This design comes from an exercise in tuning for small area on the open sky130 flow, not from production work. Function was checked by simulation only, so behaviour that the tests miss may differ from the original. Power is estimated from default activity; no workload was simulated.

== run A ==
==> flow/design.v <==
`timescale 1ns / 1ps
module ICMP(readmode,sendmode,hardreset,inputdata,typeoficmpin,codein,restofheaderin,clock,outputmessage,outputvalid,restofheaderout,typeoficmpout,codeout);
input hardreset;
input [31:0] inputdata;
input [31:0] restofheaderin;
input [7:0] typeoficmpin;
input [7:0] codein;
input clock;
input readmode;
input sendmode;
output [31:0] outputmessage;
output outputvalid;
output reg [31:0] restofheaderout;
output reg [7:0] typeoficmpout;
output reg [7:0] codeout;
reg [3:0] cnt;
reg ms, mr;
reg [15:0] h0, h1, h2, h3, h4;
reg [15:0] l1, l2, l3, l4;
reg [15:0] lo;
wire idle   = (cnt == 4'd0);
wire s_e1   = ms & (cnt == 4'd1);
wire rot    = ms & (cnt >= 4'd4);
wire hsel   = (cnt <= 4'd5);
wire swin   = ms & (idle | (cnt >= 4'd9));
wire rwin   = mr & (idle | (cnt >= 4'd5));
wire lwin   = ms & (cnt == 4'd9);
wire l4win  = (ms & (idle | (cnt >= 4'd10))) | rwin;
always @(posedge clock) begin
  if (hardreset) begin
    cnt <= 4'd0;
    ms <= 1'b0;
    mr <= 1'b0;
  end else if (idle) begin
    mr <= readmode;
    ms <= sendmode & ~readmode;
    cnt <= {3'b000, readmode | sendmode};
  end else if ((ms & (cnt == 4'd12)) | (mr & (cnt == 4'd6))) begin
    cnt <= 4'd0;
  end else begin
    cnt <= cnt + 4'd1;
  end
end
wire [15:0] h4_d = rot ? h0 : inputdata[31:16];
wire [15:0] l1_d = rot ? l2 : inputdata[15:0];
wire [15:0] acc_op = s_e1 ? l1_d : lo;
wire [15:0] add_op = hsel ? h4_d : l1_d;
wire [15:0] sum = acc_op + add_op + 16'd1;
always @(posedge clock) begin
  h4 <= h4_d;
  h3 <= s_e1 ? restofheaderin[31:16] : h4;
  h2 <= s_e1 ? {typeoficmpin, codein} : h3;
  h1 <= h2;
  h0 <= h1;
  l1 <= l1_d;
  l2 <= l3;
  l3 <= l4;
  l4 <= s_e1 ? restofheaderin[15:0] : l1;
  lo <= sum;
end
always @(posedge clock) begin
  if (hardreset) begin
    restofheaderout <= 32'd0;
    typeoficmpout <= 8'd0;
    codeout <= 8'd0;
  end else begin
    if (mr & (cnt == 4'd2)) begin
      typeoficmpout <= h4[15:8];
      codeout <= h4[7:0];
    end
    if (mr & (cnt == 4'd3))
      restofheaderout <= {h4, l1};
  end
end
assign outputvalid = swin;
assign outputmessage = {({16{swin}} & h0) | ({16{rwin}} & h3),
                        ({16{lwin}} & lo) | ({16{l4win}} & l4)};
endmodule
Settings: LEC_CHECK=0, CAP_MARGIN=20, CORE_MARGIN=2, CORE_UTILIZATION=75, SLEW_MARGIN=20; clock period 5.0 ns.
standard.sh (not shown) runs the stock make flow with config.mk's settings and CLKGATE_MAP_FILE= SYNTH_SCRIPT=/design/flow/synth_recipe.tcl, a recipe that flattens the netlist after the stock synthesis.
==> flow/flow/run.sh <==
#!/bin/bash
# Layout: the standard flow (standard.sh) with these changes:
#  - synthesis is ORFS's synth.tcl run through synth_recipe.tcl as standard.sh
#    does, except that ABC maps the logic with flow/area.abc (area mapping)
#    instead of ORFS's speed script; registers are mapped before ABC runs, so
#    they are the standard synthesis's
#  - the port buffers buffer_ports inserts are buf_1 cells
#  - CTS uses clkbuf_8 with smaller sink clusters and inserts no dummy loads
# make's full output goes to standard.log in the work folder; ORFS's per-step
# logs stay under orfs/logs.
set -euo pipefail
W=$(pwd)
export BUFFER_PORTS_ARGS="-buffer_cell sky130_fd_sc_hd__buf_1"
export CTS_ARGS="-sink_clustering_enable -repair_clock_nets -dont_use_dummy_load -buf_list sky130_fd_sc_hd__clkbuf_8 -sink_clustering_size 18 -sink_clustering_max_diameter 60"
awk -v s="$W/flow/area.abc" '{print} /source .*synth_preamble.tcl/ {print "set abc_args [lreplace $abc_args 1 1 " s "]"}' \
  "$FLOW_HOME/scripts/synth.tcl" > "$W/flow_synth.tcl"
grep -q "lreplace" "$W/flow_synth.tcl"
sed "s#source \$::env(SCRIPTS_DIR)/synth.tcl#source $W/flow_synth.tcl#" "$W/synth_recipe.tcl" > "$W/flow_synth_recipe.tcl"
grep -q "flow_synth.tcl" "$W/flow_synth_recipe.tcl"
sed "s#SYNTH_SCRIPT=$W/synth_recipe.tcl#SYNTH_SCRIPT=$W/flow_synth_recipe.tcl#" "$W/standard.sh" > "$W/flow_standard.sh"
grep -q "flow_synth_recipe.tcl" "$W/flow_standard.sh"
bash "$W/flow_standard.sh" > standard.log 2>&1
==> flow/flow/area.abc <==
strash
dc2
dc2
dch -f
amap
The inputs of run B differ from those of run A as listed below.
- changing SLEW_MARGIN from 20 to 5
- changing CAP_MARGIN from 20 to 5
- changing CORE_UTILIZATION from 75 to 40
Findings:
- Run A has a higher met1 track demand over resource than run B.
- Run B has clock buffer count above what run A had.
- Going from run A to run B, the design area was found to have gone up by about 2%.
- Run B gives more slew of the pin with the lowest slew margin than run A did.
- Post-route fraction of the period consumed by the critical path (higher): run A
[inputs] run C vs run B
- CAP_MARGIN: 5 -> 20
- SLEW_MARGIN: 5 -> 20
diff --git a/flow/flow/run.sh b/flow/flow/run.sh
--- a/flow/flow/run.sh
+++ b/flow/flow/run.sh
@@ -13,2 +13,3 @@
 export BUFFER_PORTS_ARGS="-buffer_cell sky130_fd_sc_hd__buf_1"
+export REMOVE_ABC_BUFFERS=1
 export CTS_ARGS="-sink_clustering_enable -repair_clock_nets -dont_use_dummy_load -buf_list sky130_fd_sc_hd__clkbuf_8 -sink_clustering_size 18 -sink_clustering_max_diameter 60"
Notes after the runs:
- Having completed the whole flow, run C delivered a layout that passed the timing, design-rule and antenna checks.
- Compared with run B, run C shows a maximum cell stage delay along the critical path that is 0.03 ns higher.
- Run C against run B: post-route clock skew down 0.020 ns, aggregate global-route resource usage moved down.
Setup changes, run C to run D
- CORE_UTILIZATION: 40 -> 60
diff --git a/flow/flow/run.sh b/flow/flow/run.sh
--- a/flow/flow/run.sh
+++ b/flow/flow/run.sh
@@ -13,3 +13,2 @@
 export BUFFER_PORTS_ARGS="-buffer_cell sky130_fd_sc_hd__buf_1"
-export REMOVE_ABC_BUFFERS=1
 export CTS_ARGS="-sink_clustering_enable -repair_clock_nets -dont_use_dummy_load -buf_list sky130_fd_sc_hd__clkbuf_8 -sink_clustering_size 18 -sink_clustering_max_diameter 60"
Notes after the runs:
Run C → run D: final critical delay including setup and external delays down 0.23 ns; post-route core utilization up 24 points; final area down about 1.4%; headroom to the max-slew limit up 5.7 points; timing-limited maximum frequency up about 5%.
Run C ended up with sky130_fd_sc_hd__fa_1 as its critical-path cell with the highest stage delay; run D ended up with sky130_fd_sc_hd__dfxtp_2.
Compared run C against run D; power after layout within noise.
The net total in the final layout reported for run D is smaller than that of run C by 7.
diff inputs: run D => run E
- a change of CORE_UTILIZATION from 60 to 40
Findings:
Relative to run D, the die area measured on run E has increased by more than a quarter. Run E gives more cell area than run D did. Changes observed in run E relative to run D: proportion of layout cells with a drive suffix above 1 now sits higher; horizontal die dimension now sits higher; power picked up an extra 0.035 mW; worst-case setup slack after placement went down by 0.089 ns. Run D and run E ended up with roughly the same combinational share of power. Against run D, filler-free cell count of the finished design in run E rose by a little under 10%.

static timing again, ports no longer ideal:
The results above use ideal ports. As a check the final layouts listed here were re-extracted and re-timed, cells and wires unchanged. Step 1: set_driving_cell puts a clkbuf_16 on clock and a buf_2 on each other input, an assumption about the parent block. Step 2 moves the port delays by t, midway between the first and last clock arrival at a register: inputs arrive t later, outputs are due t later. That takes back most of the time a late clock gives input paths. a / b / c = ideal ports / drivers / drivers and shift; a / b = the first two.
| run | shift t [ns] | setup slack, ns | hold WS [ns] | pins driven straight from the clock port |
|---|---|---|---|---|
| run A | 0.512 | 0.408 / 0.408 / 0.408 | 0.322 / 0.322 / 0.322 | 1 |
| run B | 0.522 | 0.485 / 0.485 / 0.461 | 0.329 / 0.329 / 0.329 | 1 |
| run C | 0.524 | 0.365 / 0.365 / 0.365 | 0.312 / 0.312 / 0.312 | 1 |
| run D | 0.518 | 0.595 / 0.595 / 0.532 | 0.286 / 0.286 / 0.286 | 1 |
| run E | 0.522 | 0.485 / 0.485 / 0.461 | 0.329 / 0.329 / 0.329 | 1 |
After both steps setup and hold are still met in every run listed. For run D, which loses most, drivers alone change the setup slack by 0.000 ns; drivers and shift together by -0.063 ns.
